What follows belongs to an exercise in optimizing a design on an open flow for small area; a production flow would make more cautious choices. The RTL was checked by simulation tests, not by an equivalence proof against the original design. Power figures rest on the tool's default switching activity, not on a simulated workload. No driver is modelled on the clock port, so clocking that relies on it looks cheaper here than on a real chip.

$ cat design.v
module	VGA_Controller(
						iRed,
						iGreen,
						iBlue,
						oRequest,
						oVGA_R,
						oVGA_G,
						oVGA_B,
						oVGA_H_SYNC,
						oVGA_V_SYNC,
						oVGA_SYNC,
						oVGA_BLANK,
						iCLK,
						iRST_N,
						iZOOM_MODE_SW,
						oDATA_TO_FLASH,
						oSTART_WRITE,
						oDATA_COUNT,
						pixel_counter,
						iDraw,
						i_key_up,
						i_key_down,
						i_sobel,
						o_vga_test
							);
input		[9:0]	iRed;
input		[9:0]	iGreen;
input		[9:0]	iBlue;
output	reg			oRequest;
output	reg	[9:0]	oVGA_R;
output	reg	[9:0]	oVGA_G;
output	reg	[9:0]	oVGA_B;
output	reg			oVGA_H_SYNC;
output	reg			oVGA_V_SYNC;
output	wire		oVGA_SYNC;
output	reg			oVGA_BLANK;
input				iCLK;
input				iRST_N;
input				iZOOM_MODE_SW;
output	reg	[15:0]	oDATA_TO_FLASH;
output	reg			oSTART_WRITE;
output	reg	[12:0]	oDATA_COUNT;
output	reg	[16:0]	pixel_counter;
input				iDraw;
input				i_key_down;
input				i_key_up;
input				i_sobel;
output	wire [11:0]	o_vga_test;
assign oVGA_SYNC  = 1'b0;
assign o_vga_test = 12'd0;
reg		[9:0]	H_Cont;		 
reg		[9:0]	V_Cont;		 
reg				mVGA_H_SYNC;
reg				mVGA_V_SYNC;
always @(posedge iCLK or negedge iRST_N) begin
	if (!iRST_N) begin
		H_Cont <= 0;
		mVGA_H_SYNC <= 0;
	end else begin
		H_Cont <= (H_Cont < 800) ? H_Cont + 10'd1 : 10'd0;
		mVGA_H_SYNC <= (H_Cont >= 96);
	end
end
always @(posedge iCLK or negedge iRST_N) begin
	if (!iRST_N) begin
		V_Cont <= 0;
		mVGA_V_SYNC <= 0;
	end else if (H_Cont == 0) begin
		V_Cont <= (V_Cont < 527) ? V_Cont + 10'd1 : 10'd0;
		mVGA_V_SYNC <= (V_Cont >= 4);
	end
end
wire h_act = (H_Cont >= 144) && (H_Cont < 784);
wire v_act = (V_Cont >= 35) && (V_Cont < 515);
wire act   = h_act && v_act;
wire c_odd = H_Cont[0];			 
wire c0    = (H_Cont == 144);	 
wire c_hi  = (H_Cont >= 782);	 
wire c_end = (H_Cont == 783);	 
wire v_odd = V_Cont[0];
reg		[1:0]	lc;
always @(posedge iCLK or negedge iRST_N) begin
	if (!iRST_N) lc <= 0;
	else if (act && c_end && !lc[1]) lc <= lc + 2'd1;
end
wire v1 = lc != 0;
wire v2 = lc[1];
reg		[5:0]	k;
always @(posedge iCLK or negedge iRST_N) begin
	if (!iRST_N) k <= 6'd15;
	else if (i_key_up) k <= (k <= 50) ? k + 6'd1 : k;
	else if (i_key_down) k <= (k >= 1) ? k - 6'd1 : k;
end
reg		[9:0]	ring [0:1601];
integer i;
always @(posedge iCLK) begin
	ring[0] <= act ? iGreen : ring[1601];
	for (i = 1; i < 1602; i = i + 1) ring[i] <= ring[i-1];
end
wire	[9:0]	x640  = v1 ? ring[800]  : 10'd0;
wire	[9:0]	x1280 = v2 ? ring[1601] : 10'd0;
reg		[9:0]	p1, p2, x641, x642, x1281, x1282;
always @(posedge iCLK or negedge iRST_N) begin
	if (!iRST_N) begin
		p1 <= 0; p2 <= 0; x641 <= 0; x642 <= 0; x1281 <= 0; x1282 <= 0;
	end else if (act) begin
		p1 <= iGreen;  p2 <= p1;
		x641 <= x640;  x642 <= x641;
		x1281 <= x1280; x1282 <= x1281;
	end
end
function [9:0] abs10;
	input [9:0] d;
	abs10 = d[9] ? (~d + 10'd1) : d;
endfunction
wire	[9:0]	gx = iGreen + {p1[8:0], 1'b0} + p2 - x1280 - {x1281[8:0], 1'b0} - x1282;
wire	[9:0]	gy = p2 + {x642[8:0], 1'b0} + x1282 - iGreen - {x640[8:0], 1'b0} - x1280;
wire	[9:0]	sum = abs10(gx) + abs10(gy);
wire	[10:0]	q11 = ({1'b0, sum} + 11'd19) / 11'd20;
wire	[5:0]	q = q11[5:0];
reg		[5:0]	qring [0:800];
always @(posedge iCLK) begin
	qring[0] <= act ? q : qring[800];
	for (i = 1; i < 801; i = i + 1) qring[i] <= qring[i-1];
end
wire	[5:0]	qd = c_hi ? qring[637] : qring[798];
wire			qv = c_hi | v1;
wire			e  = qv && (qd > k);
reg				eo;		 
always @(posedge iCLK or negedge iRST_N) begin
	if (!iRST_N) eo <= 0;
	else if (act && c_odd) eo <= e;
end
wire pr     = eo | e;						 
wire prow_odd = c0 ? v_odd : ~v_odd;		 
reg		[319:0]	bsr;	 
reg		[319:0]	dsr;	 
wire shift = act && !c_odd;
always @(posedge iCLK) begin
	if (shift) begin
		bsr <= {bsr[318:0], pr};
		dsr <= {dsr[318:0], prow_odd ? dsr[319] : ((v1 & bsr[319]) | pr)};
	end
end
wire fblk = v1 & dsr[318];
reg				Result;
reg		[15:0]	Ave;
reg		[4:0]	P_Cont;
reg				draw;
wire cap = act && draw && c_odd && v_odd;
always @(posedge iCLK or negedge iRST_N) begin
	if (!iRST_N) draw <= 0;
	else if (oDATA_COUNT >= 7500) draw <= 0;
	else if (H_Cont == 0 && V_Cont == 0 && iDraw) draw <= 1;
end
always @(posedge iCLK) begin
	if (cap) Ave <= {Ave[14:0], Result && (H_Cont > 244) && (V_Cont > 85)};
end
always @(posedge iCLK or negedge iRST_N) begin
	if (!iRST_N) begin
		Result <= 0;
		P_Cont <= 0;
		oDATA_TO_FLASH <= 0;
		oDATA_COUNT <= 0;
		oSTART_WRITE <= 0;
		pixel_counter <= 0;
	end else begin
		if (shift) Result <= fblk;
		if (!act) P_Cont <= 0;
		oSTART_WRITE <= 0;
		if (cap) begin
			if (Result && (H_Cont >= 244) && (V_Cont >= 85))
				pixel_counter <= pixel_counter + 17'd1;
			if (P_Cont[4]) begin
				P_Cont <= 1;
				oDATA_TO_FLASH <= Ave;
				oSTART_WRITE <= 1;
				oDATA_COUNT <= oDATA_COUNT + 13'd1;
			end else
				P_Cont <= P_Cont + 5'd1;
		end
	end
end
wire border = (H_Cont == 244 || V_Cont == 85) && (H_Cont >= 244) && (V_Cont >= 85);
wire [9:0] res10 = {10{Result}};
always @(posedge iCLK or negedge iRST_N) begin
	if (!iRST_N) begin
		oVGA_R <= 0;
		oVGA_G <= 0;
		oVGA_B <= 0;
		oVGA_BLANK <= 0;
		oVGA_H_SYNC <= 0;
		oVGA_V_SYNC <= 0;
		oRequest <= 0;
	end else begin
		oVGA_R <= border ? 10'd1023 : act ? (i_sobel ? res10 : iRed)   : 10'd0;
		oVGA_G <= border ? 10'd0    : act ? (i_sobel ? res10 : iGreen) : 10'd0;
		oVGA_B <= border ? 10'd0    : act ? (i_sobel ? res10 : iBlue)  : 10'd0;
		oVGA_BLANK <= mVGA_H_SYNC & mVGA_V_SYNC;
		oVGA_H_SYNC <= mVGA_H_SYNC;
		oVGA_V_SYNC <= mVGA_V_SYNC;
		oRequest <= (H_Cont >= 142) && (H_Cont < 782) && v_act;
	end
end
endmodule
$ cat run.sh
#!/bin/bash
# synth_recipe.tcl (not shown) runs the flow's synth.tcl, then flattens the netlist and writes it again
# the make line also repeats each setting of config.mk as NAME=value (left out here)
make -C /OpenROAD-flow-scripts/flow DESIGN_CONFIG=/design/flow/config.mk WORK_HOME=/design/flow/orfs CLKGATE_MAP_FILE= SYNTH_SCRIPT=/design/flow/synth_recipe.tcl finish
$ cat config.mk
export PLATFORM = sky130hd
export DESIGN_NAME = VGA_Controller
export DESIGN_NICKNAME = VGA_Controller
export VERILOG_FILES = /design/flow/design.v
export SDC_FILE = /design/flow/constraint.sdc
export NUM_CORES = 4
export LEC_CHECK = 0
export CAP_MARGIN = 20
export CORE_MARGIN = 2
export CORE_UTILIZATION = 50
export SLEW_MARGIN = 20
$ cat constraint.sdc
create_clock -name core_clock -period 20.0 [get_ports {iCLK}]
set_input_delay 4.0000 -clock core_clock [delete_from_list [all_inputs] [get_ports {iCLK}]]
set_output_delay 4.0000 -clock core_clock [all_outputs]
set_load 0.01 [all_outputs]
==> impl_metrics.yaml, run 1 <==
drt:
  drt_iter0_markers: 6374
  drt_first_pass_iters: 5
  vias_per_cell: 3.918
  ant_nets: 0
  drc: 0
  avgRoutedWirePerCell_um: 12.27
  vias: 150200
  routed_wl_um: 470300
final_layout:
  nNetsFinal: 25020
  fin_area_um2: 530100
  final_common_cell: "dfxtp_1"
  regArea_um2: 441100
  multi_input_area_um2: 7316
  drive_gt1_share_pct: 11.91
  mostFrequentLayoutCells: "20.83k x dfxtp_1, 1894 x clkbuf_16, 656 x edfxtp_1, 497 x clkbuf_8, 380 x clkbuf_1"
  syn2layout_area_growth_pct: 18.01
  nFillCells: 65400
  fin_util_pct: 59.12
worst_hold_path:
  hp-class: "reg -> reg"
placed_design:
  port_buffers: 116
  place_area_um2: 465200
  place_ws_ps: 6371
  dpl.hpwl_um: 212200
  gp_routability_congestion: 0.6766
floorplan:
  start_util_pct: 50.10
  die_area_um2: 905900
  ioPinCount: 131
  die_y_um: 951.8
  placementRows: 348
  die_width_um: 951.8
  core_um2: 896500
power_and_ir_drop:
  p_total_mw: 81.70
  peakVddDrop_v: 0.0001141
  cellPowerDensity_nw_per_um2: 154.1
  p_leak_nw: 209.8
sta:
  min_period_over_period_pct: 61.28
  setup_tns_ps: 0
  fmax_mhz: 81.59
  drv_slew: 0
  tightest_slew_ps: 1053
  slew_headroom_pct: 29.78
  rsz0062_at_grt: "false"
  hold_violations: 0
  setup_ws_ps: 7743
  setup_violations: 0
  min_period_ps: 12260
  fin_skew_ps: 144.7
synthesis:
  async_flop_share_pct: 0.8172
  synth.distinct_cells: 98
  ys.flop_type: "dfxtp_1"
  ys_top_cells_by_area: "dfxtp_1 93%, edfxtp_1 4.4%, dfrtp_1 0.96%, fa_1 0.30%, nand2_1 0.22%"
  syn-cell-area_um2: 449200
  synth_enable_flop_cells: 656
  synth_top_area_share_pct: 92.82
  seq_area_frac_synth_pct: 98.19
  ys_ff_latch: 21660
  syn-mean-instance-area_um2: 19.63
  synthCells: 22880
  yosys_warnings: 3
  synth_area_leader_cell: "dfxtp_1"
cts:
  numCtsBuffers: 1877
  cts_sinks: 21660
  cts-hold-fix-buffers: 0
  clk_latency_ps: 1200
  cts_setup_buffers: 0
  path_clk_slew_ps: 60
  cts_tree: "built"
  clockRootBuffer: "clkbuf_16"
  cts_buffer_depth: 5
  cts-resized-gates: 0
  h-tree-depth: 7
setup_path:
  end_kind: "flop"
  critical-path-max-stage-delay_ps: 590
  cp_top_family: "compound AO/OA/AOI/OAI gates"
  r2r_slack_ps: 9770
  worstPathMaxFanout: 10
  arrival_ps: 13280
  critPathMostFrequentCell: "fa_1"
  critPathRequiredTime_ps: 21020
  critPathBufInv: 4
  cp_slowest_cell: "xnor3_2"
  start_kind: "input pin"
  crit_type: "in -> reg"
global_route:
  grt_first_pass_wirelength_um: 793600
  first_global_vias: 152900
  grt_max_degree: 205
  antenna_found_initial: 19
  overflow: 0
  groute.usage.overall_pct: 10.44
run_status:
  status: "finished clean"
flow_run:
  drv_cap: 0
final timing paths:
kind,cells after the start,end,startpoint
setup / recovery,28,qring[0][1]$_DFF_P_,iGreen[2]
hold / removal,0,ring[63][6]$_DFF_P_,ring[62][6]$_DFF_P_
setup reg to reg,30,qring[0][1]$_DFF_P_,lc[1]$_DFFE_PN0P_
hold reg to reg,0,ring[63][6]$_DFF_P_,ring[62][6]$_DFF_P_
max in group asynchronous,2,V_Cont[4]$_DFFE_PN0N_,iRST_N
min in group asynchronous,1,pixel_counter[9]$_DFFE_PN0P_,iRST_N
logic make-up (layout without fill, tap and decap cells):
logic type                 Yosys count  in the layout  synth area share, %
AOI/OAI and AO/OA                  271            271               0.3978
xor gates and xnor gates            94             94               0.1944
adders and majority gates          122            122               0.4518
buffers and inverters              216           3751               0.1939
DFF                              21660          21660                98.19
muxes                               18             18              0.04429
other                                1             26            0.0008349
and+or+nand+nor                    501            501               0.5231
cells in the mapped netlist (32+ instances only):
| cell | instances |
|---|---|
| a21oi_1 | 50 |
| clkbuf_1 | 32 |
| dfrtp_1 | 173 |
| dfxtp_1 | 20830 |
| edfxtp_1 | 656 |
| fa_1 | 67 |
| ha_1 | 55 |
| inv_1 | 161 |
| nand2_1 | 262 |
| nor2_1 | 61 |
| o21ai_0 | 97 |
| xnor2_1 | 66 |
cell type report:
class	instances	area share [%]
Sequential cell	21660	83.21
Clock buffer	2772	10.50
Tap cell	11900	2.809
Clock inverter	679	1.722
Multi-Input combinational cell	1019	1.380
Timing Repair Buffer	138	0.2578
Inverter	162	0.1147
Antenna cell	13	0.006137
flip-flops by register name, summed over array words and instances, names as in the netlist, 2 cells and up:
signal,cells
oVGA_R,10
oVGA_B,10
oDATA_TO_FLASH,16
P_Cont,5
Ave,16
bsr,320
x1281,10
p2,10
lc,2
x642,9
pixel_counter,17
oVGA_G,10
x641,9
k,6
x1282,10
qring,4806
oDATA_COUNT,13
ring,16020
dsr,320
V_Cont,10
p1,10
H_Cont,10
layer usage:
layer | share of wire (%) | GRT usage, % | vias to the layer above
met1 | 55 | 16.40 | 70940
met2 | 37 | 13.34 | 2180
met5 | 0.0072 | 0 | -
met4 | 3.9 | 4.862 | 4
li1 | - | - | 75680
met3 | 4.6 | 2.648 | 1432
report_power, final:
part,total (mW),internal [mW],switching [mW]
Combinational,2.14,0.713,1.42
Sequential,43.3,43.3,0.00913
Clock,36.2,21.4,14.8
Total,81.7,65.4,16.3
stage by stage:
step,instances,hold slack [ps]
5_1_grt,38330,195.0
6_report,38340,206.3
3_5_place_dp,34880,312.1
2_1_floorplan,22890,309.6
4_1_cts,38330,190.9
3_3_place_gp,34880,309.5
==> inputs of run 2 (changes only) <==
--- a/design.v
+++ b/design.v
@@ -91,14 +91,24 @@
 	else if (i_key_up) k <= (k <= 50) ? k + 6'd1 : k;
 	else if (i_key_down) k <= (k >= 1) ? k - 6'd1 : k;
 end
-reg		[9:0]	ring [0:1601];
-integer i;
-always @(posedge iCLK) begin
-	ring[0] <= act ? iGreen : ring[1601];
-	for (i = 1; i < 1602; i = i + 1) ring[i] <= ring[i-1];
-end
-wire	[9:0]	x640  = v1 ? ring[800]  : 10'd0;
-wire	[9:0]	x1280 = v2 ? ring[1601] : 10'd0;
+wire	[1:0]	qtr = (H_Cont < 304) ? 2'd0 : (H_Cont < 464) ? 2'd1 :
+					  (H_Cont < 624) ? 2'd2 : 2'd3;
+wire	[7:0]	t1_lo, t2_lo, t1_hi, t2_hi;
+genvar g;
+generate for (g = 0; g < 8; g = g + 1) begin : PL
+	localparam integer K = 161 + 160 * (g % 4);
+	reg		[1601:0]	r;
+	always @(posedge iCLK) begin
+		r <= {r[1600:0], act ? iGreen[g] : r[1601]};
+		if (act && qtr == (g % 4)) r[K] <= iGreen[8 + g / 4];
+	end
+	assign t1_lo[g] = r[800];
+	assign t2_lo[g] = r[1601];
+	assign t1_hi[g] = r[K + 800];
+	assign t2_hi[g] = r[K - 1];
+end endgenerate
+wire	[9:0]	x640  = v1 ? {t1_hi[4 + qtr], t1_hi[qtr], t1_lo} : 10'd0;
+wire	[9:0]	x1280 = v2 ? {t2_hi[4 + qtr], t2_hi[qtr], t2_lo} : 10'd0;
 reg		[9:0]	p1, p2, x641, x642, x1281, x1282;
 always @(posedge iCLK or negedge iRST_N) begin
 	if (!iRST_N) begin
@@ -118,12 +128,27 @@
 wire	[9:0]	sum = abs10(gx) + abs10(gy);
 wire	[10:0]	q11 = ({1'b0, sum} + 11'd19) / 11'd20;
 wire	[5:0]	q = q11[5:0];
-reg		[5:0]	qring [0:800];
-always @(posedge iCLK) begin
-	qring[0] <= act ? q : qring[800];
-	for (i = 1; i < 801; i = i + 1) qring[i] <= qring[i-1];
-end
-wire	[5:0]	qd = c_hi ? qring[637] : qring[798];
+wire	[2:0]	fw = (H_Cont < 272) ? 3'd0 : (H_Cont < 400) ? 3'd1 :
+					 (H_Cont < 528) ? 3'd2 : (H_Cont < 656) ? 3'd3 : 3'd4;
+wire	[2:0]	fr = (H_Cont < 270) ? 3'd0 : (H_Cont < 398) ? 3'd1 :
+					 (H_Cont < 526) ? 3'd2 : (H_Cont < 654) ? 3'd3 : 3'd4;
+wire	[4:0]	qa_lo, qb_lo, qa_hi;
+wire			qb_hi;
+generate for (g = 0; g < 5; g = g + 1) begin : QL
+	localparam integer K = 161 + 128 * g;
+	reg		[800:0]		r;
+	always @(posedge iCLK) begin
+		r <= {r[799:0], act ? q[g] : r[800]};
+		if (act && fw == g) r[K] <= q[5];
+	end
+	assign qa_lo[g] = r[798];
+	assign qb_lo[g] = r[637];
+	assign qa_hi[g] = r[K - 3];
+	if (g == 0) begin : B0
+		assign qb_hi = r[K + 637];
+	end
+end endgenerate
+wire	[5:0]	qd = c_hi ? {qb_hi, qb_lo} : {qa_hi[fr], qa_lo};
 wire			qv = c_hi | v1;
 wire			e  = qv && (qd > k);
 reg				eo;		 
@@ -131,18 +156,15 @@
 	if (!iRST_N) eo <= 0;
 	else if (act && c_odd) eo <= e;
 end
-wire pr     = eo | e;						 
+wire pr       = eo | e;						 
 wire prow_odd = c0 ? v_odd : ~v_odd;		 
-reg		[319:0]	bsr;	 
-reg		[319:0]	dsr;	 
-wire shift = act && !c_odd;
+wire shift    = act && !c_odd;
+reg		[800:0]	sp;
 always @(posedge iCLK) begin
-	if (shift) begin
-		bsr <= {bsr[318:0], pr};
-		dsr <= {dsr[318:0], prow_odd ? dsr[319] : ((v1 & bsr[319]) | pr)};
-	end
-end
-wire fblk = v1 & dsr[318];
+	sp <= {sp[799:0], shift ? pr : sp[800]};
+	if (shift && !prow_odd) sp[1] <= (v1 & sp[800]) | pr;
+end
+wire fblk = v1 & (c_hi ? sp[638] : sp[799]);
 reg				Result;
 reg		[15:0]	Ave;
 reg		[4:0]	P_Cont;
==> impl_metrics.yaml, run 2 <==
synthesis:
  synth_area_leader_cell: "dfxtp_1"
  syn-cell-area_um2: 366200
  async_flop_share_pct: 0.9935
  ys.flop_type: "dfxtp_1"
  synthCells: 19060
  synthTopCellsByCount: "17.62k x dfxtp_1, 241 x nand2_1, 173 x dfrtp_1"
  synth.distinct_cells: 93
  ys_top_cells_by_area: "dfxtp_1 96%, dfrtp_1 1.2%, fa_1 0.37%, nand2_1 0.25%, ha_1 0.19%"
  synth.most_common_cell: "dfxtp_1"
  ys_ff_latch: 17820
  syn-mean-instance-area_um2: 19.21
  synth_top_area_share_pct: 96.34
  synth_enable_flop_cells: 16
  seq_area_frac_synth_pct: 97.69
  yosys_warnings: 1
setup_path:
  r2r_slack_ps: 9510
  cp-startpoint: "iGreen[2]"
  worstPathMaxFanout: 10
  cp_slowest_cell: "clkdlybuf4s50_1"
  r2r_end: "QL[0].r[0]$_DFF_P_"
  end_kind: "flop"
  arrival_ps: 14220
  rr_worst_depth: 30
  critical-path-max-stage-delay_ps: 910
  crit_type: "in -> reg"
  start_kind: "input pin"
  r2r_start: "H_Cont[8]$_DFF_PN0_"
  critPathRequiredTime_ps: 21000
final_layout:
  mostFrequentLayoutCells: "17.62k x dfxtp_1, 1648 x clkbuf_16, 359 x clkbuf_8, 293 x clkinv_2, 288 x clkbuf_1"
  final_common_cell: "dfxtp_1"
  nNetsFinal: 20940
  reg_top3: "PL.r (12816), QL.r (4005), sp (801)"
  largest_reg_flops: 12820
  nFillCells: 53450
  drive_gt1_share_pct: 12.09
  top_register: "PL.r"
  regArea_um2: 357700
  multi_input_area_um2: 7812
  syn2layout_area_growth_pct: 18.44
cts:
  cts-resized-gates: 0
  cts_sinks: 17820
  cts_setup_buffers: 0
  clk_latency_ps: 1190
  path_clk_slew_ps: 60
  cts_buffer_depth: 5
  numCtsBuffers: 1626
  cts-hold-fix-buffers: 0
  cts_tree: "built"
  clockRootBuffer: "clkbuf_16"
  h-tree-depth: 7
placed_design:
  dpl.hpwl_um: 177700
  gp_routability_congestion: 0.6998
  port_buffers: 116
  place_ws_ps: 5388
floorplan:
  ioPinCount: 131
  die_width_um: 859.8
  placementRows: 314
  die_area_um2: 739200
  start_util_pct: 50.13
  die_y_um: 859.8
  core_um2: 730400
sta:
  hold_violations: 0
  rsz0062_at_grt: "false"
  min_period_ps: 13220
  fmax_mhz: 75.64
  drv_slew: 0
  setup_violations: 0
  fin_skew_ps: 94.36
  slew_headroom_pct: 35.27
  tightest_slew_ps: 965.2
  min_period_over_period_pct: 66.11
  setup_ws_ps: 6779
  setup_tns_ps: 0
drt:
  dr_wl_met2_um: 138000
  drt_first_pass_iters: 5
  drt_iter0_markers: 4662
  routed_wl_um: 386100
  avgRoutedWirePerCell_um: 12.20
  vias: 124700
  m1WireLength_um: 212200
  route.met3.wl_um: 18940
  vias_per_cell: 3.940
  ant_nets: 0
  drc: 0
  highest_layer: "met5"
power_and_ir_drop:
  cellPowerDensity_nw_per_um2: 157.5
  peakVddDrop_v: 0.0001763
  p_leak_nw: 175.3
worst_hold_path:
  whs_path_depth: 0
  hp-start: "PL[7].r[642]$_DFF_P_"
  hp-class: "reg -> reg"
  whs_endpoint: "PL[7].r[643]$_DFF_P_"
global_route:
  first_global_vias: 126900
  antenna_found_initial: 23
  grt_max_degree: 72
  overflow: 0
  grt_first_pass_wirelength_um: 653100
  groute.usage.overall_pct: 10.73
flow_run:
  drv_cap: 0
run_status:
  status: "finished clean"
[run 2: cell types whose count changed after synthesis, moves of 6 or more]
cell,before,now
nor2_1,61,96
nor2b_1,21,11
a21o_1,10,19
a21oi_1,50,73
dfxtp_1,20826,17622
nand2b_1,20,32
o21ai_0,97,79
edfxtp_1,656,16
nand2_1,262,241
inv_1,161,109
mux2_2,15,35
o211ai_1,4,10
[run 2: how the worst max path moves through the flow]
stage                               to  slack (ps)  depth (start not counted)
floorplan           QL[0].r[0]$_DFF_P_        8390                         28
global placement    QL[0].r[0]$_DFF_P_        5150                         32
detailed placement  QL[0].r[0]$_DFF_P_        5390                         32
CTS                 QL[0].r[0]$_DFF_P_        6650                         32
global route        QL[0].r[0]$_DFF_P_        6000                         32
finish              QL[0].r[0]$_DFF_P_        6780                         32
[run 2: cell families after synthesis]
group           synth area share [%]
flops                          97.69
simple gates                  0.6762
compound gates                0.4951
buf+inv                       0.1978
fa+ha+maj                     0.5542
xor+xnor                      0.2518
mux                           0.1367
other cells                 0.001024
[run 2: area by class of cell]
| class | instances | share of cell area [%] |
|---|---|---|
| inverter | 109 | 0.09434 |
| multi-input combinational | 1084 | 1.801 |
| timing repair buffer | 143 | 0.3153 |
| antenna | 15 | 0.008655 |
| sequential | 17820 | 82.48 |
| tap | 9638 | 2.781 |
| clock inverter | 557 | 1.628 |
| clock buffer | 2294 | 10.89 |
[run 2: critical path, delay by kind of cell]
kind	cells	cell delay, ps
simple gates	9	2300
xor+xnor	3	880
mux	2	590
compound gates	9	2780
buf+inv	4	1190
fa+ha+maj	5	2460
[run 2: metrics by stage]
stage / util, % / total power [mW] / instance area, um2 / hold WS (ps) / cells
5_1_grt: 59.38 / 70.98 / 433700 / 243.4 / 31640
6_report: 59.38 / 68.32 / 433700 / 257.1 / 31660
2_1_floorplan: - / 37.84 / 366200 / 309.6 / 19070
3_5_place_dp: 51.94 / 38.70 / 379300 / 312.1 / 28790
3_3_place_gp: 51.94 / 38.82 / 379300 / 309.6 / 28790
4_1_cts: 59.38 / 69.38 / 433700 / 232.2 / 31640
[run 2: report_power, final]
part / internal, mW / total [mW] / switching, mW / leakage [nW]
logic: 0.787 / 2.33 / 1.54 / 4.16
clock network: 18.4 / 30.5 / 12.1 / 26.8
registers: 35.5 / 35.5 / 0.0113 / 144
total: 54.7 / 68.3 / 13.7 / 175
[run 2: metal layers]
metal | vias up | track usage (%)
li1 | 62820 | -
met1 | 58610 | 16.48
met2 | 1975 | 13.39
met3 | 1331 | 3.010
met4 | 2 | 6.084
met5 | - | 0
==> inputs of run 3 (changes only) <==
--- a/config.mk
+++ b/config.mk
@@ -5,7 +5,10 @@
 export SDC_FILE = /design/flow/constraint.sdc
 export NUM_CORES = 4
 export LEC_CHECK = 0
+export ABC_AREA = 1
 export CAP_MARGIN = 20
 export CORE_MARGIN = 2
-export CORE_UTILIZATION = 50
+export CORE_UTILIZATION = 70
+export CTS_CLUSTER_DIAMETER = 60
+export CTS_CLUSTER_SIZE = 30
 export SLEW_MARGIN = 20
==> impl_metrics.yaml, run 3 <==
run_status:
  status: "finished clean"
global_route:
  groute.usage.overall_pct: 13.70
  grt_max_degree: 96
  grt_first_pass_wirelength_um: 600600
  antenna_found_initial: 9
  first_global_vias: 114400
  overflow: 0
placed_design:
  dpl.hpwl_um: 172300
  port_buffers: 116
  place_ws_ps: 7757
  gp_routability_congestion: 0.7394
  dp_cells: 26260
  place_area_um2: 375500
final_layout:
  nNetsFinal: 20170
  final_common_cell: "dfxtp_1"
  reg_top3: "PL.r (12816), QL.r (4005), sp (801)"
  fin_util_pct: 76.04
  largest_reg_flops: 12820
  fin_area_um2: 395800
  drive_gt1_share_pct: 4.615
  syn2layout_area_growth_pct: 8.208
  top_register: "PL.r"
  mostFrequentLayoutCells: "17.62k x dfxtp_1, 701 x clkbuf_16, 397 x nand2_1, 240 x inv_1, 173 x dfrtp_1"
  final_cell_count_no_fill: 27170
cts:
  numCtsBuffers: 694
  cts_buffer_depth: 4
  cts_setup_buffers: 0
  cts-hold-fix-buffers: 0
  h-tree-depth: 6
  clockRootBuffer: "clkbuf_16"
  cts_tree: "built"
  cts_sinks: 17820
  clk_latency_ps: 1060
  path_clk_slew_ps: 100
  cts-resized-gates: 0
synthesis:
  ys.flop_type: "dfxtp_1"
  synth_top_area_share_pct: 96.44
  synth_enable_flop_cells: 16
  synth.most_common_cell: "dfxtp_1"
  ys_ff_latch: 17820
  seq_area_frac_synth_pct: 97.78
  synthCells: 19230
  synthTopCellsByCount: "17.62k x dfxtp_1, 398 x nand2_1, 241 x inv_1"
  syn-mean-instance-area_um2: 19.03
  syn-cell-area_um2: 365800
  yosys_warnings: 1
  synth.distinct_cells: 56
  ys_top_cells_by_area: "dfxtp_1 96%, dfrtp_1 1.2%, nand2_1 0.41%, fa_1 0.37%, inv_1 0.25%"
  async_flop_share_pct: 0.9935
  synth_area_leader_cell: "dfxtp_1"
sta:
  min_period_ps: 11110
  hold_violations: 0
  setup_tns_ps: 0
  rsz0062_at_grt: "false"
  whs_ps: 287.2
  setup_ws_ps: 8891
  slew_headroom_pct: 34.20
  fmax_mhz: 90.02
  fin_skew_ps: 54.78
  drv_slew: 0
  setup_violations: 0
  tightest_slew_ps: 985.9
  min_period_over_period_pct: 55.54
setup_path:
  start_kind: "input pin"
  worstPathMaxFanout: 9
  arrival_ps: 12100
  cp_slowest_cell: "clkdlybuf4s50_1"
  end_kind: "flop"
  critPathRequiredTime_ps: 20990
  critical-path-max-stage-delay_ps: 680
  crit_type: "in -> reg"
power_and_ir_drop:
  p_leak_nw: 158.8
  cellPowerDensity_nw_per_um2: 135.8
  p_total_mw: 53.74
  peakVddDrop_v: 0.0002459
drt:
  avgRoutedWirePerCell_um: 13.32
  drc: 0
  drt_first_pass_iters: 6
  drt_iter0_markers: 5221
  vias_per_cell: 4.272
  vias: 116100
  routed_wl_um: 362000
  ant_nets: 0
floorplan:
  die_y_um: 726.9
  ioPinCount: 131
  die_width_um: 726.9
  start_util_pct: 70.27
  placementRows: 265
  die_area_um2: 528400
  core_um2: 520600
worst_hold_path:
  hp-class: "reg -> reg"
flow_run:
  drv_cap: 0
## run 3: worst paths after layout
path,startpoint,to,slack (ps),depth (start not counted)
setup / recovery,iGreen[2],QL[0].r[0]$_DFF_P_,8890,52
hold / removal,QL[1].r[795]$_DFF_P_,QL[1].r[796]$_DFF_P_,290,0
setup reg to reg,lc[1]$_DFFE_PN0P_,QL[0].r[0]$_DFF_P_,10710,54
hold reg to reg,QL[1].r[795]$_DFF_P_,QL[1].r[796]$_DFF_P_,290,0
max in group asynchronous,iRST_N,oDATA_COUNT[3]$_DFFE_PN0P_,15700,2
min in group asynchronous,iRST_N,V_Cont[6]$_DFFE_PN0N_,2960,1
## run 3: cell type report
cell class / instances / area [um2]
multi-input cells: 1129 / 6990
inverters: 249 / 934.6
clock buffers: 752 / 17910
diodes: 10 / 25.02
repair buffers: 121 / 1200
flip-flops and latches: 17820 / 357700
clock inverters: 152 / 2382
fillers: 29340 / 124700
well taps: 6942 / 8686
## run 3: logic make-up (layout without fill, tap and decap cells)
family | count (synthesis) | count (layout) | synth area share (%)
compound gates | 205 | 205 | 0.3123
flops | 17820 | 17820 | 97.78
buf+inv | 293 | 1274 | 0.3195
fa+ha+maj | 122 | 122 | 0.5548
other cells | 1 | 23 | 0.001025
xor+xnor | 78 | 78 | 0.1868
simple gates | 710 | 710 | 0.8390
mux | 1 | 1 | 0.002736
## run 3: worst max-delay path: cells and delay by family
kind | cells | cell delay, ps
fa+ha+maj | 5 | 2450
xor+xnor | 2 | 320
simple gates | 33 | 3260
compound gates | 4 | 810
buf+inv | 8 | 1240
## run 3: power breakdown
group	internal, mW	switching [mW]	total, mW
clock network	6.82	9.85	16.7
registers	35.5	0.00907	35.5
logic	0.536	1.07	1.60
## run 3: metal layers
layer | vias to the layer above | global-route usage (%) | routed length [um]
met5 | - | 0 | 35
met4 | 6 | 3.820 | 9313
met3 | 716 | 2.483 | 13390
met2 | 1061 | 18.21 | 133200
li1 | 60080 | - | -
met1 | 54210 | 23.00 | 206000
==> inputs of run 4 (changes only) <==
--- a/design.v
+++ b/design.v
@@ -128,43 +128,63 @@
 wire	[9:0]	sum = abs10(gx) + abs10(gy);
 wire	[10:0]	q11 = ({1'b0, sum} + 11'd19) / 11'd20;
 wire	[5:0]	q = q11[5:0];
-wire	[2:0]	fw = (H_Cont < 272) ? 3'd0 : (H_Cont < 400) ? 3'd1 :
-					 (H_Cont < 528) ? 3'd2 : (H_Cont < 656) ? 3'd3 : 3'd4;
-wire	[2:0]	fr = (H_Cont < 270) ? 3'd0 : (H_Cont < 398) ? 3'd1 :
-					 (H_Cont < 526) ? 3'd2 : (H_Cont < 654) ? 3'd3 : 3'd4;
-wire	[4:0]	qa_lo, qb_lo, qa_hi;
-wire			qb_hi;
-generate for (g = 0; g < 5; g = g + 1) begin : QL
-	localparam integer K = 161 + 128 * g;
+reg		[5:0]	qp;			 
+reg		[5:0]	q1h;		 
+always @(posedge iCLK or negedge iRST_N) begin
+	if (!iRST_N) qp <= 0;
+	else if (act && c_odd) qp <= q;
+end
+always @(posedge iCLK) begin
+	if (act && H_Cont == 145) q1h <= q;
+end
+wire	c2   = (H_Cont == 146);
+wire	[5:0]	pm  = c2 ? q : ((qp >= q) ? qp : q);
+wire	[7:0]	pd  = {c2 | (q >= qp), !c2 && (qp >= q), pm};	 
+wire	[3:0]	pd_h = pd[3:0];
+wire	[3:0]	pd_p = pd[7:4];
+wire	[1:0]	qtr2 = (H_Cont < 302) ? 2'd0 : (H_Cont < 462) ? 2'd1 :
+					   (H_Cont < 622) ? 2'd2 : 2'd3;
+wire shift    = act && !c_odd;
+wire prow_odd = c0 ? v_odd : ~v_odd;		 
+wire pr;									 
+wire	[3:0]	h1n, h1l, h2n, h2l, p1n, p1l, p2n, p2l, bq, dq;
+wire			dl;
+generate for (g = 0; g < 4; g = g + 1) begin : QL
+	localparam integer D = 160 + 160 * g;
 	reg		[800:0]		r;
 	always @(posedge iCLK) begin
-		r <= {r[799:0], act ? q[g] : r[800]};
-		if (act && fw == g) r[K] <= q[5];
-	end
-	assign qa_lo[g] = r[798];
-	assign qb_lo[g] = r[637];
-	assign qa_hi[g] = r[K - 3];
-	if (g == 0) begin : B0
-		assign qb_hi = r[K + 637];
+		r <= {r[799:0], shift ? pd_h[g] : r[800]};
+		if (shift) r[1] <= pd_p[g];
+		if (shift && qtr == g) begin
+			r[D] <= pr;
+			if (!prow_odd) r[D + 1] <= (v1 & bq[qtr]) | pr;
+		end
+	end
+	assign h1n[g] = r[797];  assign h1l[g] = r[636];
+	assign h2n[g] = r[798];  assign h2l[g] = r[637];
+	assign p1n[g] = r[798];  assign p1l[g] = r[637];
+	assign p2n[g] = r[799];  assign p2l[g] = r[638];
+	assign bq[g]  = r[D - 1];
+	assign dq[g]  = r[D - 2];
+	if (g == 0) begin : L0
+		assign dl = r[798];
 	end
 end endgenerate
-wire	[5:0]	qd = c_hi ? {qb_hi, qb_lo} : {qa_hi[fr], qa_lo};
-wire			qv = c_hi | v1;
-wire			e  = qv && (qd > k);
-reg				eo;		 
-always @(posedge iCLK or negedge iRST_N) begin
-	if (!iRST_N) eo <= 0;
-	else if (act && c_odd) eo <= e;
-end
-wire pr       = eo | e;						 
-wire prow_odd = c0 ? v_odd : ~v_odd;		 
-wire shift    = act && !c_odd;
-reg		[800:0]	sp;
-always @(posedge iCLK) begin
-	sp <= {sp[799:0], shift ? pr : sp[800]};
-	if (shift && !prow_odd) sp[1] <= (v1 & sp[800]) | pr;
-end
-wire fblk = v1 & (c_hi ? sp[638] : sp[799]);
+wire	late1 = (H_Cont == 781);		 
+wire	late2 = (H_Cont == 782);		 
+wire	c639  = (H_Cont == 783);
+wire	[3:0]	hh = c_odd ? (late1 ? h1l : h1n) : (late2 ? h2l : h2n);
+wire	[3:0]	pp = c_odd ? (late1 ? p1l : p1n) : (late2 ? p2l : p2n);
+wire	[5:0]	mq = c639 ? q1h : {pp[1:0], hh};
+wire			sq = c639 | (c_odd ? pp[2] : pp[3]);
+wire			hit = (v1 | late1 | late2 | c639) && sq && (mq > k);
+reg				t1;			 
+always @(posedge iCLK or negedge iRST_N) begin
+	if (!iRST_N) t1 <= 0;
+	else if (act && c_odd) t1 <= hit;
+end
+assign pr = t1 | hit;
+wire fblk = v1 & (c_hi ? dl : dq[qtr2]);
 reg				Result;
 reg		[15:0]	Ave;
 reg		[4:0]	P_Cont;
==> impl_metrics.yaml, run 4 <==
run_status:
  status: "finished clean"
global_route:
  groute.usage.overall_pct: 14.59
  first_global_vias: 106200
  grt_first_pass_wirelength_um: 569300
  antenna_found_initial: 25
  grt_max_degree: 105
  overflow: 0
floorplan:
  die_area_um2: 483500
  core_um2: 475500
  die_width_um: 695.4
  placementRows: 253
  ioPinCount: 131
  start_util_pct: 70.37
  die_y_um: 695.4
drt:
  avgRoutedWirePerCell_um: 14.10
  drt_first_pass_iters: 5
  vias_per_cell: 4.298
  ant_nets: 0
  routed_wl_um: 352600
  drc: 0
  vias: 107500
  drt_iter0_markers: 5180
final_layout:
  syn2layout_area_growth_pct: 8.121
  reg_top3: "PL.r (12816), QL.r (3204), pixel_counter (17)"
  final_common_cell: "dfxtp_1"
  mostFrequentLayoutCells: "16.02k x dfxtp_1, 661 x clkbuf_16, 429 x nand2_1, 247 x inv_1, 179 x dfrtp_1"
  top_register: "PL.r"
  nFillCells: 26890
  largest_reg_flops: 12820
  nNetsFinal: 18620
  drive_gt1_share_pct: 4.559
sta:
  fin_skew_ps: 49.90
  setup_ws_ps: 7065
  min_period_over_period_pct: 64.68
  setup_tns_ps: 0
  drv_slew: 0
  slew_headroom_pct: 27.86
  hold_violations: 0
  setup_violations: 0
  rsz0062_at_grt: "false"
  min_period_ps: 12940
  fmax_mhz: 77.31
  tightest_slew_ps: 1075
placed_design:
  gp_routability_congestion: 0.7536
  dpl.hpwl_um: 179800
  port_buffers: 116
  place_ws_ps: 5945
setup_path:
  worstPathMaxFanout: 9
  r2r_slack_ps: 8890
  cp_slowest_cell: "clkdlybuf4s50_1"
  r2r_end: "QL[1].r[1]$_DFF_P_"
  end_kind: "flop"
  crit_type: "in -> reg"
  rr_worst_depth: 64
  critPathRequiredTime_ps: 20940
  critical-path-max-stage-delay_ps: 780
  r2r_start: "lc[1]$_DFFE_PN0P_"
  start_kind: "input pin"
  arrival_ps: 13880
synthesis:
  synth.most_common_cell: "dfxtp_1"
  synth.distinct_cells: 55
  ys.flop_type: "dfxtp_1"
  syn-mean-instance-area_um2: 18.88
  syn-cell-area_um2: 334600
  ys_top_cells_by_area: "dfxtp_1 96%, dfrtp_1 1.3%, nand2_1 0.48%, fa_1 0.40%, inv_1 0.28%"
  yosys_warnings: 1
  synth_enable_flop_cells: 22
  ys_ff_latch: 16230
  synth_area_leader_cell: "dfxtp_1"
  synthTopCellsByCount: "16.02k x dfxtp_1, 430 x nand2_1, 247 x inv_1"
  seq_area_frac_synth_pct: 97.42
  synthCells: 17720
  async_flop_share_pct: 1.128
  synth_top_area_share_pct: 95.85
cts:
  clk_latency_ps: 1070
  h-tree-depth: 6
  cts_tree: "built"
  cts_setup_buffers: 0
  path_clk_slew_ps: 100
  cts_buffer_depth: 4
  cts_sinks: 16230
  cts-resized-gates: 0
  cts-hold-fix-buffers: 0
  clockRootBuffer: "clkbuf_16"
  numCtsBuffers: 631
worst_hold_path:
  hp-start: "QL[3].r[2]$_DFF_P_"
  whs_path_depth: 0
  whs_endpoint: "QL[3].r[3]$_DFF_P_"
  hp-class: "reg -> reg"
power_and_ir_drop:
  peakVddDrop_v: 0.0003360
  p_leak_nw: 145.4
  cellPowerDensity_nw_per_um2: 138.2
flow_run:
  drv_cap: 0
## run 4: power by group
group	switching, mW	leakage, nW	internal [mW]	total (mW)
clock network	8.83	8.86	6.25	15.1
registers	0.00820	132	32.4	32.4
logic	1.72	4.94	0.829	2.55
total	10.6	145	39.4	50.0
## run 4: how the worst max path moves through the flow
| stage | start | endpoint | slack (ps) | depth (start not counted) |
|---|---|---|---|---|
| global placement | iGreen[6] | QL[2].r[0]$_DFF_P_ | 6010 | 60 |
| detailed placement | iGreen[6] | QL[1].r[1]$_DFF_P_ | 5940 | 60 |
| global route | iGreen[2] | QL[1].r[1]$_DFF_P_ | 6080 | 62 |
| CTS | iGreen[2] | QL[1].r[1]$_DFF_P_ | 7100 | 62 |
| floorplan | iGreen[2] | QL[0].r[1]$_DFF_P_ | 8240 | 61 |
| finish | iGreen[2] | QL[1].r[1]$_DFF_P_ | 7060 | 62 |
## run 4: critical path, delay by kind of cell
family | cells | cell delay [ps]
XOR/XNOR | 2 | 330
AND/OR/NAND/NOR | 33 | 3950
adder cells (fa/ha/maj) | 6 | 2580
AO/OA/AOI/OAI | 9 | 1450
buffers and inverters | 12 | 1580
## run 4: cells by family after synthesis
kind of cell	after synthesis	share of synthesized area (%)
flip-flops	16230	97.42
AND/OR/NAND/NOR	745	0.9801
buffers and inverters	311	0.3657
AO/OA/AOI/OAI	222	0.3709
adder cells (fa/ha/maj)	130	0.6364
XOR/XNOR	88	0.2303
other	1	0.001121
## run 4: per-layer routing
layer  global-route usage (%)  part of all wire, %  vias up  wire length, um
li1                         -                    -    55420                -
met1                    24.32                   56    50270           198800
met2                    19.52                   37     1111           131300
met3                    2.233                  3.3      664            11660
met4                    4.729                  3.1        0            10770
met5                        0                    0        -                0
## run 4: cell type report
cell class,count,area [um2],area share [%]
Multi-Input combinational cell,1198,7505,2.074
Clock buffer,710,16860,4.662
Clock inverter,90,1181,0.3265
Sequential cell,16230,326000,90.10
Inverter,269,1012,0.2798
Antenna cell,7,17.52,0.004842
Tap cell,6375,7976,2.205
Timing Repair Buffer,129,1264,0.3493
## run 4: per-stage QoR
step / cell area (um2) / hold WS, ps / std cells / util, % / power, mW
2_1_floorplan: 334600 / 309.6 / 17730 / - / 35.18
3_3_place_gp: 343700 / 309.6 / 24200 / 72.29 / 35.68
3_5_place_dp: 343700 / 312.1 / 24200 / 72.29 / 35.70
5_1_grt: 361800 / 303.3 / 25000 / 76.09 / 51.89
6_report: 361800 / 303.3 / 25000 / 76.09 / 50.00
4_1_cts: 361800 / 299.8 / 25000 / 76.08 / 50.48
==> inputs of run 5 (changes only) <==
--- a/design.v
+++ b/design.v
@@ -109,22 +109,23 @@
 end endgenerate
 wire	[9:0]	x640  = v1 ? {t1_hi[4 + qtr], t1_hi[qtr], t1_lo} : 10'd0;
 wire	[9:0]	x1280 = v2 ? {t2_hi[4 + qtr], t2_hi[qtr], t2_lo} : 10'd0;
-reg		[9:0]	p1, p2, x641, x642, x1281, x1282;
-always @(posedge iCLK or negedge iRST_N) begin
-	if (!iRST_N) begin
-		p1 <= 0; p2 <= 0; x641 <= 0; x642 <= 0; x1281 <= 0; x1282 <= 0;
+wire	[9:0]	u = iGreen - x1280;
+wire	[9:0]	z = iGreen + x1280 + {x640[8:0], 1'b0};
+reg		[9:0]	u1, u2, z1, z2;
+always @(posedge iCLK or negedge iRST_N) begin
+	if (!iRST_N) begin
+		u1 <= 0; u2 <= 0; z1 <= 0; z2 <= 0;
 	end else if (act) begin
-		p1 <= iGreen;  p2 <= p1;
-		x641 <= x640;  x642 <= x641;
-		x1281 <= x1280; x1282 <= x1281;
+		u1 <= u;  u2 <= u1;
+		z1 <= z;  z2 <= z1;
 	end
 end
 function [9:0] abs10;
 	input [9:0] d;
 	abs10 = d[9] ? (~d + 10'd1) : d;
 endfunction
-wire	[9:0]	gx = iGreen + {p1[8:0], 1'b0} + p2 - x1280 - {x1281[8:0], 1'b0} - x1282;
-wire	[9:0]	gy = p2 + {x642[8:0], 1'b0} + x1282 - iGreen - {x640[8:0], 1'b0} - x1280;
+wire	[9:0]	gx = u + {u1[8:0], 1'b0} + u2;
+wire	[9:0]	gy = z2 - z;
 wire	[9:0]	sum = abs10(gx) + abs10(gy);
 wire	[10:0]	q11 = ({1'b0, sum} + 11'd19) / 11'd20;
 wire	[5:0]	q = q11[5:0];
==> impl_metrics.yaml, run 5 <==
sta:
  hold_violations: 0
  rsz0062_at_grt: "false"
  setup_violations: 0
  whs_ps: 291.1
  drv_slew: 0
  min_period_ps: 13300
  setup_tns_ps: 0
  slew_headroom_pct: 30.81
  fin_skew_ps: 47.31
  min_period_over_period_pct: 66.50
  fmax_mhz: 75.18
  tightest_slew_ps: 1033
final_layout:
  multi_input_area_um2: 6764
  drive_gt1_share_pct: 4.536
  reg_top3: "PL.r (12816), QL.r (3204), pixel_counter (17)"
  final_common_cell: "dfxtp_1"
  syn2layout_area_growth_pct: 8.115
  largest_reg_flops: 12820
  regArea_um2: 325500
  nNetsFinal: 18510
  top_register: "PL.r"
  mostFrequentLayoutCells: "16.02k x dfxtp_1, 660 x clkbuf_16, 395 x nand2_1, 239 x inv_1, 159 x dfrtp_1"
  fin_util_pct: 75.95
  nFillCells: 26360
flow_run:
  drv_cap: 0
synthesis:
  async_flop_share_pct: 1.006
  synthCells: 17650
  synthTopCellsByCount: "16.02k x dfxtp_1, 395 x nand2_1, 240 x inv_1"
  ys_top_cells_by_area: "dfxtp_1 96%, dfrtp_1 1.2%, nand2_1 0.44%, ha_1 0.28%, inv_1 0.27%"
  synth.distinct_cells: 59
  syn-cell-area_um2: 333300
  yosys_warnings: 1
  synth.most_common_cell: "dfxtp_1"
  synth_enable_flop_cells: 22
  synth_area_leader_cell: "dfxtp_1"
  synth_top_area_share_pct: 96.22
  syn-mean-instance-area_um2: 18.89
  seq_area_frac_synth_pct: 97.64
  ys_ff_latch: 16210
  ys.flop_type: "dfxtp_1"
drt:
  routed_wl_um: 344400
  m1WireLength_um: 192900
  drt_first_pass_iters: 5
  highest_layer: "met4"
  dr_wl_met2_um: 132200
  drt_iter0_markers: 4965
  vias_per_cell: 4.305
  route.met3.wl_um: 11090
  vias: 106700
  avgRoutedWirePerCell_um: 13.89
  drc: 0
  ant_nets: 0
global_route:
  grt_first_pass_wirelength_um: 564100
  grt_max_degree: 66
  overflow: 0
  antenna_found_initial: 4
  groute.usage.overall_pct: 14.28
  first_global_vias: 106300
cts:
  cts_setup_buffers: 0
  cts_sinks: 16210
  cts_tree: "built"
  path_clk_slew_ps: 100
  cts-hold-fix-buffers: 0
  clk_latency_ps: 1070
  clockRootBuffer: "clkbuf_16"
  h-tree-depth: 6
  numCtsBuffers: 636
  cts_buffer_depth: 4
  cts-resized-gates: 0
setup_path:
  worstPathMaxFanout: 6
  critical-path-max-stage-delay_ps: 560
  r2r_slack_ps: 9330
  arrival_ps: 14250
  critPathMostFrequentCell: "nand2_1"
  rr_worst_depth: 74
  r2r_end: "QL[1].r[1]$_DFF_P_"
  start_kind: "input pin"
  crit_type: "in -> reg"
  critPathRequiredTime_ps: 20950
  r2r_start: "lc[1]$_DFFE_PN0P_"
  end_kind: "flop"
  cp_slowest_cell: "clkdlybuf4s50_1"
worst_hold_path:
  whs_path_depth: 0
  hp-start: "QL[0].r[359]$_DFF_P_"
  hp-class: "reg -> reg"
  whs_endpoint: "QL[0].r[360]$_DFF_P_"
placed_design:
  port_buffers: 116
  gp_routability_congestion: 0.7360
  dpl.hpwl_um: 164600
power_and_ir_drop:
  p_total_mw: 49.18
  p_leak_nw: 144.9
  cellPowerDensity_nw_per_um2: 136.5
  peakVddDrop_v: 0.0002444
floorplan:
  placementRows: 253
  die_area_um2: 481700
  ioPinCount: 131
  die_width_um: 694.1
  start_util_pct: 70.25
  core_um2: 474500
  die_y_um: 694.1
run_status:
  status: "finished clean"
run 5: cells by family (layout without fill, tap and decap cells):
group           after synthesis  after routing  share of synthesized area, %
flops                     16210          16210                         97.64
xor+xnor                     87             87                        0.2286
buf+inv                     298           1182                        0.3521
simple gates                728            728                        0.9666
fa+ha+maj                    96             96                        0.4077
other cells                   2             19                      0.002253
compound gates              230            230                        0.4043
run 5: worst max-delay path by stage:
stage	start	endpoint	slack, ps	cells after the start
global placement	iGreen[0]	QL[1].r[0]$_DFF_P_	5470	76
detailed placement	iGreen[0]	QL[3].r[0]$_DFF_P_	5480	76
floorplan	iGreen[0]	QL[0].r[1]$_DFF_P_	7900	72
finish	iGreen[0]	QL[1].r[1]$_DFF_P_	6700	76
global route	iGreen[0]	QL[1].r[1]$_DFF_P_	5290	75
CTS	iGreen[0]	QL[1].r[1]$_DFF_P_	6640	76
run 5: metal layers:
layer  vias up  global-route usage, %
met1     49810                  23.62
li1      55290                      -
met3       681                  2.279
met5         -                      0
met2       947                  19.64
met4         0                  3.834
run 5: worst max-delay path, delay by kind of cell:
family / cells / cell delay (ps)
buffers and inverters: 14 / 1550
AND/OR/NAND/NOR: 42 / 4580
XOR/XNOR: 2 / 340
AO/OA/AOI/OAI: 12 / 2170
adder cells (fa/ha/maj): 6 / 1590
run 5: where the power goes:
group          total, mW  switching (mW)  internal [mW]  leakage, nW
clock network       15.1            8.88           6.22         8.88
logic               1.76            1.20          0.563         4.75
registers           32.3         0.00751           32.3          131
run 5: final cells by class:
cell class / count / share of cell area [%]
sequential: 16210 / 90.31
timing repair buffer: 124 / 0.3392
clock buffer: 708 / 4.680
clock inverter: 96 / 0.3566
multi-input combinational: 1155 / 1.877
tap: 6247 / 2.169
inverter: 254 / 0.2649
antenna: 5 / 0.003472
run 5: metrics by stage:
stage | worst slack [ps] | area [um2] | instances
after floorplan | 7896 | 333400 | 17660
after global placement | 5473 | 342200 | 23990
after CTS | 6641 | 360400 | 24790
final | 6699 | 360400 | 24790
after global routing | 5289 | 360400 | 24790
after detailed placement | 5481 | 342200 | 23990
==> inputs of run 6 (changes only) <==
==> flow/run.sh (new file) <==
#!/bin/bash
set -uo pipefail
export CTS_ARGS="-sink_clustering_enable -repair_clock_nets -sink_clustering_size 28 -sink_clustering_max_diameter 60 -dont_use_dummy_load"
export BUFFER_PORTS_ARGS="-buffer_cell sky130_fd_sc_hd__buf_1"
bash standard.sh > standard.log 2>&1
rc=$?
cp -r orfs/logs flow_logs 2>/dev/null
exit $rc
==> standard.sh (new file) <==
#!/bin/bash
# synth_recipe.tcl (not shown) runs the flow's synth.tcl, then flattens the netlist and writes it again
# the make line also repeats each setting of config.mk as NAME=value (left out here)
make -C /OpenROAD-flow-scripts/flow DESIGN_CONFIG=/design/flow/config.mk WORK_HOME=/design/flow/orfs CLKGATE_MAP_FILE= SYNTH_SCRIPT=/design/flow/synth_recipe.tcl "${@:-finish}"
--- a/config.mk
+++ b/config.mk
@@ -9,6 +9,4 @@
 export CAP_MARGIN = 20
 export CORE_MARGIN = 2
 export CORE_UTILIZATION = 70
-export CTS_CLUSTER_DIAMETER = 60
-export CTS_CLUSTER_SIZE = 30
 export SLEW_MARGIN = 20
removed: run.sh
==> impl_metrics.yaml, run 6 <==
placed_design:
  dpl.hpwl_um: 162600
  gp_routability_congestion: 0.7489
  port_buffers: 116
floorplan:
  start_util_pct: 70.25
  die_y_um: 694.1
  die_area_um2: 481700
  die_width_um: 694.1
  placementRows: 253
  ioPinCount: 131
  core_um2: 474500
global_route:
  overflow: 0
  grt_max_degree: 65
  grt_use_met2_pct: 18.99
  antenna_found_initial: 4
  groute.usage.overall_pct: 14.04
  grt_first_pass_wirelength_um: 555000
  top_usage_layer: "met1"
  met1_usage_pct: 23.35
  first_global_vias: 105400
  met3_usage_pct: 2.275
drt:
  drc: 0
  drt_iter0_markers: 4880
  drt_first_pass_iters: 5
  vias: 106600
  ant_nets: 0
  vias_per_cell: 4.322
  routed_wl_um: 337200
  avgRoutedWirePerCell_um: 13.67
sta:
  fmax_mhz: 78.47
  drv_slew: 0
  slew_headroom_pct: 35.47
  fin_skew_ps: 107.6
  setup_violations: 0
  min_period_over_period_pct: 63.72
  min_period_ps: 12740
  hold_violations: 0
  setup_tns_ps: 0
  rsz0062_at_grt: "false"
  tightest_slew_ps: 963.4
setup_path:
  critPathBufInv: 14
  cp_slowest_cell: "fa_1"
  cp_top_family: "simple AND/OR/NAND/NOR gates"
  critPathMostFrequentCell: "nand2_1"
  crit_type: "in -> reg"
  critical-path-max-stage-delay_ps: 500
  r2r_start: "lc[1]$_DFFE_PN0P_"
  critPathRequiredTime_ps: 20920
  cp.depth: 74
  start_kind: "input pin"
  end_kind: "flop"
  worstPathMaxFanout: 6
  r2r_slack_ps: 9610
  rr_worst_depth: 74
  arrival_ps: 13660
  r2r_end: "QL[2].r[0]$_DFF_P_"
final_layout:
  nNetsFinal: 18540
  final_common_cell: "dfxtp_1"
  mostFrequentLayoutCells: "16.02k x dfxtp_1, 671 x clkbuf_16, 395 x nand2_1, 239 x inv_1, 159 x dfrtp_1"
  largest_reg_flops: 12820
  fin_util_pct: 75.50
  top_register: "PL.r"
  drive_gt1_share_pct: 4.009
  syn2layout_area_growth_pct: 7.487
  reg_top3: "PL.r (12816), QL.r (3204), pixel_counter (17)"
synthesis:
  syn-mean-instance-area_um2: 18.89
  async_flop_share_pct: 1.006
  ys_top_cells_by_area: "dfxtp_1 96%, dfrtp_1 1.2%, nand2_1 0.44%, ha_1 0.28%, inv_1 0.27%"
  synth.most_common_cell: "dfxtp_1"
  yosys_warnings: 1
  synthTopCellsByCount: "16.02k x dfxtp_1, 395 x nand2_1, 240 x inv_1"
  synth.distinct_cells: 59
  seq_area_frac_synth_pct: 97.64
  ys.flop_type: "dfxtp_1"
  syn-cell-area_um2: 333300
  synth_enable_flop_cells: 22
  ys_ff_latch: 16210
  synth_area_leader_cell: "dfxtp_1"
  synthCells: 17650
  synth_top_area_share_pct: 96.22
cts:
  clockRootBuffer: "clkbuf_16"
  cts-resized-gates: 0
  cts_sinks: 16210
  cts_setup_buffers: 0
  cts_buffer_depth: 4
  h-tree-depth: 6
  cts_tree: "built"
  cts-hold-fix-buffers: 0
  path_clk_slew_ps: 90
  numCtsBuffers: 671
  clk_latency_ps: 1070
power_and_ir_drop:
  cellPowerDensity_nw_per_um2: 135.9
  peakVddDrop_v: 0.0002531
  p_leak_nw: 144.0
worst_hold_path:
  whs_endpoint: "PL[3].r[645]$_DFF_P_"
  hp-start: "PL[3].r[644]$_DFF_P_"
  whs_path_depth: 0
  hp-class: "reg -> reg"
flow_run:
  drv_cap: 0
run_status:
  status: "finished clean"
run 6: worst reg2reg max path: cells and delay by family, from the launching register on:
kind	cells	cell delay, ps
adders and majority gates	6	1920
AOI/OAI and AO/OA	10	1640
DFF	1	680
xor gates and xnor gates	3	600
buffers and inverters	12	1120
and+or+nand+nor	43	4330
run 6: cells by family after synthesis:
| logic type | synth area share (%) |
|---|---|
| other | 0.002253 |
| AOI/OAI and AO/OA | 0.4043 |
| adders and majority gates | 0.4077 |
| xor gates and xnor gates | 0.2286 |
| and+or+nand+nor | 0.9666 |
| DFF | 97.64 |
| buffers and inverters | 0.3521 |
run 6: layout make-up:
class	count	area, um2
Multi-Input combinational cell	1155	6764
Fill cell	26840	116200
Sequential cell	16210	325500
Antenna cell	4	10.01
Timing Repair Buffer	123	491.7
Tap cell	6247	7816
Inverter	254	954.7
Clock buffer	671	16790
run 6: through the flow:
stage	instance area (um2)	cells	hold WS (ps)	setup WS [ps]	total power [mW]
after floorplan	333400	17660	309.6	7896	34.45
after global placement	341500	23980	309.6	5981	34.87
after detailed placement	341500	23980	312.1	6093	34.86
after CTS	358300	24660	270.6	7233	49.18
after global routing	358300	24660	284.8	6104	50.49
final	358300	24660	270.9	7256	48.68
run 6: routing by layer:
metal / part of all wire [%] / wire length [um] / vias to the layer above
met5: 0 / 0 / -
met1: 56 / 190000 / 49800
met3: 3.3 / 11150 / 656
met4: 2.6 / 8790 / 0
met2: 38 / 127300 / 971
li1: - / - / 55170
run 6: how the worst max path moves through the flow:
stage | slack, ps | from | to
after floorplan | 7900 | iGreen[0] | QL[0].r[1]$_DFF_P_
after CTS | 7230 | iGreen[0] | QL[2].r[0]$_DFF_P_
after detailed placement | 6090 | iGreen[0] | QL[1].r[0]$_DFF_P_
after global routing | 6100 | iGreen[0] | QL[3].r[0]$_DFF_P_
final | 7260 | iGreen[0] | QL[2].r[0]$_DFF_P_
after global placement | 5980 | iGreen[0] | QL[1].r[0]$_DFF_P_
run 6: power by group:
group | internal (mW) | switching, mW
combinational | 0.556 | 1.21
sequential | 32.3 | 0.00790
clock | 6.02 | 8.58
==> inputs of run 7 (changes only) <==
--- a/design.v
+++ b/design.v
@@ -120,13 +120,9 @@
 		z1 <= z;  z2 <= z1;
 	end
 end
-function [9:0] abs10;
-	input [9:0] d;
-	abs10 = d[9] ? (~d + 10'd1) : d;
-endfunction
 wire	[9:0]	gx = u + {u1[8:0], 1'b0} + u2;
 wire	[9:0]	gy = z2 - z;
-wire	[9:0]	sum = abs10(gx) + abs10(gy);
+wire	[9:0]	sum = (gx ^ {10{gx[9]}}) + (gy ^ {10{gy[9]}}) + gx[9] + gy[9];
 wire	[10:0]	q11 = ({1'b0, sum} + 11'd19) / 11'd20;
 wire	[5:0]	q = q11[5:0];
 reg		[5:0]	qp;			 
==> flow/run.sh (replaced) <==
#!/bin/bash
set -uo pipefail
export CTS_ARGS="-sink_clustering_enable -repair_clock_nets -sink_clustering_size 34 -sink_clustering_max_diameter 60 -dont_use_dummy_load"
export BUFFER_PORTS_ARGS="-buffer_cell sky130_fd_sc_hd__buf_1"
bash standard.sh > standard.log 2>&1
rc=$?
cp -r orfs/logs flow_logs 2>/dev/null
exit $rc
==> impl_metrics.yaml, run 7 <==
run_status:
  status: "finished clean"
cts:
  cts_tree: "built"
  numCtsBuffers: 574
  cts_buffer_depth: 4
  clockRootBuffer: "clkbuf_16"
  cts-hold-fix-buffers: 0
  cts_setup_buffers: 0
  cts-resized-gates: 0
  h-tree-depth: 6
  clk_latency_ps: 1060
  cts_sinks: 16210
  path_clk_slew_ps: 110
drt:
  vias: 105200
  drc: 0
  routed_wl_um: 324500
  m1WireLength_um: 187500
  dr_wl_met2_um: 117100
  drt_first_pass_iters: 5
  route.met3.wl_um: 10780
  highest_layer: "met4"
  avgRoutedWirePerCell_um: 13.23
  vias_per_cell: 4.293
  ant_nets: 0
  drt_iter0_markers: 5187
setup_path:
  critPathMostFrequentCell: "nand2_1"
  critical-path-max-stage-delay_ps: 530
  crit_type: "in -> reg"
  r2r_start: "lc[1]$_DFFE_PN0P_"
  cp_slowest_cell: "fa_1"
  arrival_ps: 13530
  worstPathMaxFanout: 10
  critPathRequiredTime_ps: 20940
  cp-startpoint: "iGreen[0]"
  start_kind: "input pin"
  end_kind: "flop"
final_layout:
  nNetsFinal: 18410
  reg_top3: "PL.r (12816), QL.r (3204), pixel_counter (17)"
  syn2layout_area_growth_pct: 6.761
  top_register: "PL.r"
  largest_reg_flops: 12820
  drive_gt1_share_pct: 3.591
  multi_input_area_um2: 6655
  fin_area_um2: 355700
  mostFrequentLayoutCells: "16.02k x dfxtp_1, 574 x clkbuf_16, 383 x nand2_1, 229 x inv_1, 159 x dfrtp_1"
  final_common_cell: "dfxtp_1"
  nFillCells: 27200
  regArea_um2: 325500
sta:
  fmax_mhz: 79.40
  fin_skew_ps: 125.4
  hold_violations: 0
  whs_ps: 251.9
  min_period_ps: 12590
  setup_tns_ps: 0
  slew_headroom_pct: 23.37
  tightest_slew_ps: 1150
  setup_violations: 0
  setup_ws_ps: 7406
  drv_slew: 0
  rsz0062_at_grt: "false"
  min_period_over_period_pct: 62.97
global_route:
  first_global_vias: 102600
  grt_max_degree: 81
  grt_first_pass_wirelength_um: 536400
  antenna_found_initial: 7
  overflow: 0
  groute.usage.overall_pct: 13.44
placed_design:
  port_buffers: 116
  dpl.hpwl_um: 157700
  place_ws_ps: 6357
  place_area_um2: 341300
  gp_routability_congestion: 0.7435
worst_hold_path:
  hp-class: "reg -> reg"
  hp-start: "PL[6].r[798]$_DFF_P_"
synthesis:
  syn-cell-area_um2: 333200
  yosys_warnings: 1
  synthCells: 17600
  synth_xor_area_share_pct: 0.2493
  synth.most_common_cell: "dfxtp_1"
  async_flop_share_pct: 1.006
  synthTopCellsByCount: "16.02k x dfxtp_1, 383 x nand2_1, 229 x inv_1"
  synth_top_family_by_area: "simple AND/OR/NAND/NOR gates"
  syn-mean-instance-area_um2: 18.93
  synth_enable_flop_cells: 22
  ys_ff_latch: 16210
  ys.flop_type: "dfxtp_1"
  synth_top_area_share_pct: 96.25
  synth.distinct_cells: 63
  synth_fa_ha_area_share_pct: 0.4303
  seq_area_frac_synth_pct: 97.68
  synth.area.mux_share_pct: 0
  synth-compound-area-share_pct: 0.3954
  ys_top_cells_by_area: "dfxtp_1 96%, dfrtp_1 1.2%, nand2_1 0.43%, ha_1 0.30%, inv_1 0.26%"
  synth_area_leader_cell: "dfxtp_1"
  synth-simple-area-share_pct: 0.9061
floorplan:
  die_width_um: 693.9
  ioPinCount: 131
  start_util_pct: 70.22
  placementRows: 253
  core_um2: 474500
  die_y_um: 693.9
  die_area_um2: 481500
power_and_ir_drop:
  p_total_mw: 47.92
  cellPowerDensity_nw_per_um2: 134.7
  p_leak_nw: 142.7
  peakVddDrop_v: 0.0002508
flow_run:
  drv_cap: 0
[run 7: cell types whose count changed in the layout (fill, tap and decap cells not counted), moves of 5 or more]
cell       change
nand3_1       -27
nand2_1       -12
nor3_1        -11
a21oi_1       +11
nor2_1         -9
nand2_2        +8
nand4_1        +5
inv_2          +5
xor2_1        -12
inv_1         -10
xnor2_1       +18
ha_1           +6
clkbuf_16     -97
[run 7: layout make-up]
| class | count | area share (%) |
|---|---|---|
| multi-input combinational | 1121 | 1.871 |
| timing repair buffer | 125 | 0.1425 |
| tap | 6247 | 2.197 |
| sequential | 16210 | 91.49 |
| antenna | 2 | 0.001407 |
| clock buffer | 574 | 4.038 |
| inverter | 245 | 0.2585 |
[run 7: critical path, delay by kind of cell]
family / cells / cell delay [ps]
fa+ha+maj: 8 / 2660
simple gates: 31 / 3610
compound gates: 11 / 2050
buf+inv: 9 / 730
xor+xnor: 3 / 460
[run 7: cell families (layout without fill, tap and decap cells)]
kind of cell,count (synthesis),in the layout
buf+inv,288,944
fa+ha+maj,102,102
simple gates,681,681
other cells,1,15
flops,16210,16210
compound gates,231,231
xor+xnor,94,94
[run 7: stage by stage]
step / instances / utilization [%]
global placement: 23940 / 71.94
finish: 24520 / 74.96
detailed placement: 23940 / 71.94
CTS: 24520 / 74.96
global route: 24520 / 74.96
floorplan: 17610 / -
[run 7: routing by layer]
layer  global-route usage [%]  vias to the layer above
met5                        0                        -
met4                    3.902                        0
met3                    2.074                      637
met2                    17.64                      915
met1                    22.90                    48970
li1                         -                    54730
[run 7: path summary, 6_finish.rpt]
kind / endpoint / cells past startpoint / slack, ps
hold / removal: PL[6].r[799]$_DFF_P_ / 0 / 250
min in group asynchronous: qp[5]$_DFFE_PN0P_ / 1 / 3070
setup / recovery: QL[1].r[0]$_DFF_P_ / 62 / 7410
max in group asynchronous: z2[4]$_DFFE_PN0P_ / 3 / 14820
setup reg to reg: QL[1].r[0]$_DFF_P_ / 62 / 9410
hold reg to reg: PL[6].r[799]$_DFF_P_ / 0 / 250
[run 7: power breakdown]
group	total (mW)	switching (mW)	internal, mW
Sequential	32.3	0.00725	32.3
Clock	13.6	8.35	5.21
Combinational	2.03	1.40	0.627
Total	47.9	9.76	38.2

[port drivers added, routing unchanged]
No port has a modelled driver above. Below, the same layouts with a new extraction and two added sets of constraints. Step 1 sets driving cells, clkbuf_16 on the clock port and buf_2 on the other inputs (assumed; they add their load-dependent delay and slew). Step 2 moves the port delays by t, midway between the first and last clock arrival at a register: inputs arrive t later, outputs are due t later. That takes back most of the time a late clock gives input paths. a / b / c = no drivers / after step 1 / after step 2; a / b = the first two.
| run | t (ns) | setup WS [ns] | latest minus earliest clock arrival (ns) | worst register clock-pin slew, ns |
|---|---|---|---|---|
| run 1 | 1.257 | 7.743 / 7.651 / 6.394 | 0.153 / 0.152 | 0.07 / 0.07 |
| run 2 | 1.277 | 6.779 / 6.871 / 5.593 | 0.124 / 0.123 | 0.07 / 0.07 |
| run 3 | 1.171 | 8.891 / 8.653 / 7.482 | 0.091 / 0.091 | 0.11 / 0.11 |
| run 4 | 1.161 | 7.065 / 7.004 / 5.843 | 0.069 / 0.070 | 0.11 / 0.11 |
| run 5 | 1.161 | 6.699 / 6.794 / 5.633 | 0.051 / 0.051 | 0.11 / 0.11 |
| run 6 | 1.137 | 7.256 / 7.351 / 6.214 | 0.125 / 0.125 | 0.10 / 0.10 |
| run 7 | 1.106 | 7.406 / 7.490 / 6.384 | 0.128 / 0.128 | 0.12 / 0.12 |
After both steps every run listed still meets setup and hold. For run 3, which loses most, drivers alone change the setup slack by -0.238 ns; drivers and shift together by -1.409 ns.
